This is an optimization exercise on Yosys and OpenROAD, whose aim is small area and a short achievable clock period, not a production implementation.
No functional check of the RTL was part of any run shown here.
Power and IR drop assume default switching activity.

==> flow/design.v, too long to show whole: its modules and the start of the top module <==
// module mul32_pipe: 1685 lines
// module mul_fa: 6 lines
// module mul_xor2: 5 lines
// module mul_maj3: 5 lines
// module mul_enc: 6 lines
// module mul_ha: 6 lines
module mul32_pipe(clk, rst, in_valid, a, b, out_valid, p);
  // ...
==> flow/flow/run.sh <==
#!/bin/bash
# Own layout flow: the standard ORFS flow (standard.sh), unchanged except that the
# port buffers that global placement inserts on every input and output use a plain buffer
# (buf_4) instead of the delay cell buffer_ports picks by default.
set -euo pipefail
export BUFFER_PORTS_ARGS="-buffer_cell sky130_fd_sc_hd__buf_4"
bash standard.sh finish > standard_flow.log 2>&1
==> flow/standard.sh <==
#!/bin/bash
# synth_recipe.tcl (not shown) runs the flow's synth.tcl, then flattens the netlist and writes it again
# the make line also repeats each setting of config.mk as NAME=value (left out here)
make -C /OpenROAD-flow-scripts/flow DESIGN_CONFIG=/design/flow/config.mk WORK_HOME=/design/flow/orfs CLKGATE_MAP_FILE= SYNTH_SCRIPT=/design/flow/synth_recipe.tcl "${@:-finish}"
==> flow/config.mk <==
export PLATFORM = sky130hd
export DESIGN_NAME = mul32_pipe
export DESIGN_NICKNAME = mul32_pipe
export VERILOG_FILES = /design/flow/design.v
export SDC_FILE = /design/flow/constraint.sdc
export NUM_CORES = 4
export LEC_CHECK = 0
export ABC_AREA = 1
export CAP_MARGIN = 20
export CORE_MARGIN = 2
export CORE_UTILIZATION = 40
export SLEW_MARGIN = 20
export SYNTH_HIERARCHICAL = 1
==> flow/constraint.sdc <==
create_clock -name core_clock -period 2.5 [get_ports {clk}]
set_input_delay 0.5000 -clock core_clock [delete_from_list [all_inputs] [get_ports {clk}]]
set_output_delay 0.5000 -clock core_clock [all_outputs]
set_load 0.01 [all_outputs]
==> flow_metrics.py, run 1 <==
metrics = {
    "run_status": {
        "status": "finished clean",
    },
    "worst_hold_path": {
        "hold_path_depth": 3,
    },
    "floorplanning": {
        "nWellTaps": 1414,
        "fp.dieH_um": 333.9,
        "initial_core_util": 0.4017,
        "die_area_mm2": 0.1115,
    },
    "logic_synthesis": {
        "ys_warn_count": 7,
        "syn_area_mm2": 0.04354,
        "synth_fa_ha_area_frac": 0.2512,
        "synthCells": 3811,
        "yosys.cell_types.count": 39,
        "synth.largest_area_cell": "dfxtp_1",
    },
    "cells_and_area": {
        "register_area_mm2": 0.01898,
        "fillers": 9929,
        "buffers": 253,
        "clock_buffers": 135,
        "top_register": "rk1",
        "fin_nets": 4566,
    },
    "global_route": {
        "grtUsageMet1": 0.3145,
    },
    "place": {
        "post-place-cells": 5226,
        "dp_hpwl_um": 88680,
        "gp_congestion": 0.8521,
        "dpl-instance-area_mm2": 0.04685,
    },
    "setup_path": {
        "critPathBufInv": 1,
        "worstPathArrival_ns": 2.93,
    },
    "cts": {
        "postCtsSetupBuffers": 0,
        "numCtsBuffers": 101,
    },
    "flow_run": {
        "maxCapViolations": 0,
    },
    "power": {
        "p_seq_mw": 25.5,
        "leakagePower_nw": 21.82,
    },
    "drt": {
        "wl_met2_um": 56830,
        "drt_iter0_markers": 2567,
    },
    "timing": {
        "max_freq_mhz": 433.6,
    },
}
==> run 2, diff against run 1 <==
--- a/flow/config.mk
+++ b/flow/config.mk
@@ -10,4 +10,5 @@
 export CORE_MARGIN = 2
 export CORE_UTILIZATION = 40
+export SETUP_SLACK_MARGIN = 0.5
 export SLEW_MARGIN = 20
 export SYNTH_HIERARCHICAL = 1
==> flow_metrics.py, run 2 <==
metrics = {
    "setup_path": {
        "r2r-end": "rk5[62]",
        "r2r_cells": 12,
        "cp-end-kind": "register",
        "worstPathArrival_ns": 2.66,
        "r2r_setup_slack_ns": 0.41,
        "r2r-start": "rk4[98]",
        "path_max_fanout": 3,
        "critPathRequiredTime_ns": 3.08,
        "path_class": "reg -> reg",
        "start_kind": "register",
    },
    "place": {
        "dpl-instance-area_mm2": 0.04682,
        "gp_congestion": 0.8588,
        "post-place-cells": 5234,
        "portBuffers": 131,
        "dp_hpwl_um": 90110,
    },
    "cts": {
        "root_buffer": "clkbuf_16",
        "clk_latency_ns": 0.71,
        "cts_tree": "yes",
        "clk_path_buf_depth": 3,
        "clock_sinks": 948,
        "clk_pin_slew_ns": 0.06,
        "htree_levels": 3,
        "numCtsBuffers": 101,
    },
    "power": {
        "powerDensity_mw_per_mm2": 1359,
        "leakagePower_nw": 22.09,
        "p_total_mw": 69.68,
        "ir_worst_vdd_mv": 0.7576,
    },
    "timing": {
        "setup_viol": 0,
        "fin_crit_ns": 2.086,
        "drv_slew": 0,
        "finalHoldViolCount": 0,
        "max_freq_mhz": 479.4,
        "setup_tns_ns": 0,
        "grt_setup_unrepaired": "true",
        "relSlewSlack": 0.4762,
        "tightest_slew_ns": 0.7846,
        "clock_skew_ns": 0.05161,
        "fin_crit_sh": 0.8344,
    },
    "logic_synthesis": {
        "synth_commonest_cells": "dfxtp_1, xor2_1, fa_1",
        "ys_warn_count": 7,
        "yosysSeqAreaShare": 0.4358,
        "synth_top_cells_by_area": "dfxtp_1, fa_1, xor2_1",
        "synthCells": 3811,
        "synth_most_common_cell": "dfxtp_1",
        "ys_seq_elements": 948,
        "synthFlopType": "dfxtp_1",
        "yosys.cell_types.count": 39,
        "async_reset_ff_frac": 0,
        "synth_edf_count": 0,
        "syn_area_per_cell_um2": 11.43,
        "syn_area_mm2": 0.04354,
        "synth.largest_area_cell": "dfxtp_1",
        "synth_top_area_frac": 0.4358,
    },
    "cells_and_area": {
        "top_regs": "rk1 x417, rk2 x226, rk3 x137",
        "drive_gt1_frac": 0.1754,
        "final_area_mm2": 0.05129,
        "stdcell_count": 5444,
        "final_util": 0.4732,
        "diodes": 0,
        "largest_reg_flops": 417,
        "fin_nets": 4593,
        "layout_common_cells": "dfxtp_1, xor2_1, fa_1",
        "top_register": "rk1",
        "final_common_cell": "dfxtp_1",
        "area_growth_pct": 17.79,
    },
    "floorplanning": {
        "fp.dieH_um": 333.9,
        "dieWidth_um": 333.9,
        "initial_core_util": 0.4017,
        "die_area_mm2": 0.1115,
        "coreArea_mm2": 0.1084,
        "core.rowCount": 121,
        "ios": 132,
    },
    "global_route": {
        "grt_pass1_wl_um": 195000,
        "grt_max_degree": 66,
        "grt_usage": 0.2343,
        "antenna_found_initial": 6,
        "grt_overflow": 0,
        "grt_pass1_vias": 30385,
    },
    "drt": {
        "postRouteAntennaNets": 0,
        "vias": 28728,
        "wire_per_inst_um": 23.81,
        "vias_per_cell": 5.277,
        "drt_iter0_markers": 2335,
        "wl_um": 129600,
        "drc": 0,
        "dr.pass1.iters": 9,
    },
    "flow_run": {
        "maxCapViolations": 0,
    },
    "worst_hold_path": {
        "hp-start": "a[21]",
        "hp-class": "in -> reg",
        "hold_path_depth": 3,
        "hold_path_end": "rk1[384]",
    },
    "run_status": {
        "status": "finished clean",
    },
}
==> run 2: how the worst max path moves through the flow <==
| stage | startpoint | endpoint | slack, ns | cells past startpoint |
|---|---|---|---|---|
| finish | rk4[98] | rk5[62] | 0.41 | 12 |
| global route | rk4[98] | rk5[60] | 0.30 | 11 |
| CTS | rk4[1] | rk5[62] | 0.38 | 12 |
| detailed placement | b[15] | rk1[323] | 0.02 | 7 |
| global placement | b[13] | rk1[280] | 0.08 | 7 |
| floorplan | b[27] | rk1[378] | 0.49 | 8 |
==> run 2: per-stage QoR <==
stage                     hold slack, ns  setup WS (ns)
after detailed placement          0.3121        0.01848
after floorplan                   0.3096         0.4908
after global routing             0.04231         0.3011
after global placement            0.3112        0.08282
after CTS                      0.0004219         0.3784
final                            0.02210         0.4141
==> run 2: worst max-delay path, stage by stage (launching register included) <==
cell and delay [ns]:
dfxtp_2 0.33, fa_2 0.44, fa_2 0.39, nand3_2 0.11
nand3_4 0.10, nand2_2 0.09, nand2_2 0.07, nand2_2 0.09
nand3_4 0.12, nand2_4 0.09, nand2_1 0.04, nand2_1 0.05
nand2_1 0.05
==> run 2: timing repair <==
| action | in CTS | in global routing |
|---|---|---|
| buffers inserted | 12 | 6 |
| hold buffers | 7 | 0 |
| resized for setup | 67 | 97 |
| hold endpoints to repair | 10 | 0 |
| pin swaps | 22 | 25 |
| endpoints found under the setup margin | 36 | 39 |
==> run 2: modules after synthesis, one instance, submodules excluded <==
module / cell area (um^2) / cells
mul32_pipe: 33270 / 3285
mul_fa: 20.02 / 1
mul_ha: 12.51 / 1
==> run 2: power by group <==
part	total [mW]	leakage, nW	internal (mW)	switching [mW]
Clock	15.8	1.72	9.40	6.44
Sequential	25.5	7.99	22.1	3.41
Combinational	28.3	12.4	11.9	16.4
==> run 2: cell type report <==
type | count | area [um^2]
fill | 9766 | 57110
inverter | 262 | 983.4
timing repair buffer | 280 | 2849
multi-input combinational | 2355 | 23150
sequential | 948 | 18990
tap | 1414 | 1769
clock inverter | 56 | 752.0
clock buffer | 129 | 2794
==> run 2: cells by family (layout without fill, tap and decap cells) <==
logic type,count (synthesis),in the layout,share of synthesized area
simple gates,606,606,0.05750
other cells,1,16,0.00008612
xor+xnor,550,550,0.1106
buf+inv,523,727,0.05077
fa+ha+maj,578,578,0.2512
compound gates,605,605,0.09393
flops,948,948,0.4358
==> run 2: routing by layer <==
| metal | up-vias | share of wire | GRT usage |
|---|---|---|---|
| met1 | 14429 | 0.43 | 0.3172 |
| met3 | 292 | 0.083 | 0.04934 |
| li1 | 12629 | - | - |
| met5 | - | 0.00010 | 0.001303 |
| met4 | 2 | 0.042 | 0.1009 |
| met2 | 1376 | 0.45 | 0.3633 |

==> separate check: timing with driven ports <==
How much do the figures lean on ideal ports? The routed layouts below were timed once more, with nothing changed but the port constraints.
Step 1 sets driving cells, clkbuf_16 on the clock port and buf_2 on the other inputs (assumed; they add their load-dependent delay and slew).
Step 2 times the ports against the registers' clock, not the clock port: input delays grow and output delays shrink by t, the midpoint of the rising clock arrivals with the driver on.
Slacks: ideal ports / drivers / drivers and shift; pairs: ideal ports / drivers.
| run | t (ns) | setup slack, ns | hold WS [ns] | worst data-port slew with drivers (ns) | cell pins on the clock port's net |
|---|---|---|---|---|---|
| run 1 | 0.756 | 0.194 / 0.194 / -0.096 | 0.034 / -0.010 / 0.320 | 0.22 | 1 |
| run 2 | 0.754 | 0.414 / 0.414 / -0.112 | 0.022 / -0.015 / 0.322 | 0.16 | 1 |
Met with ideal ports but missed after step 2: setup timing in run 1 and run 2. The setup slack of run 2, which loses most, moves by 0.000 ns with the drivers and by -0.526 ns with both steps.
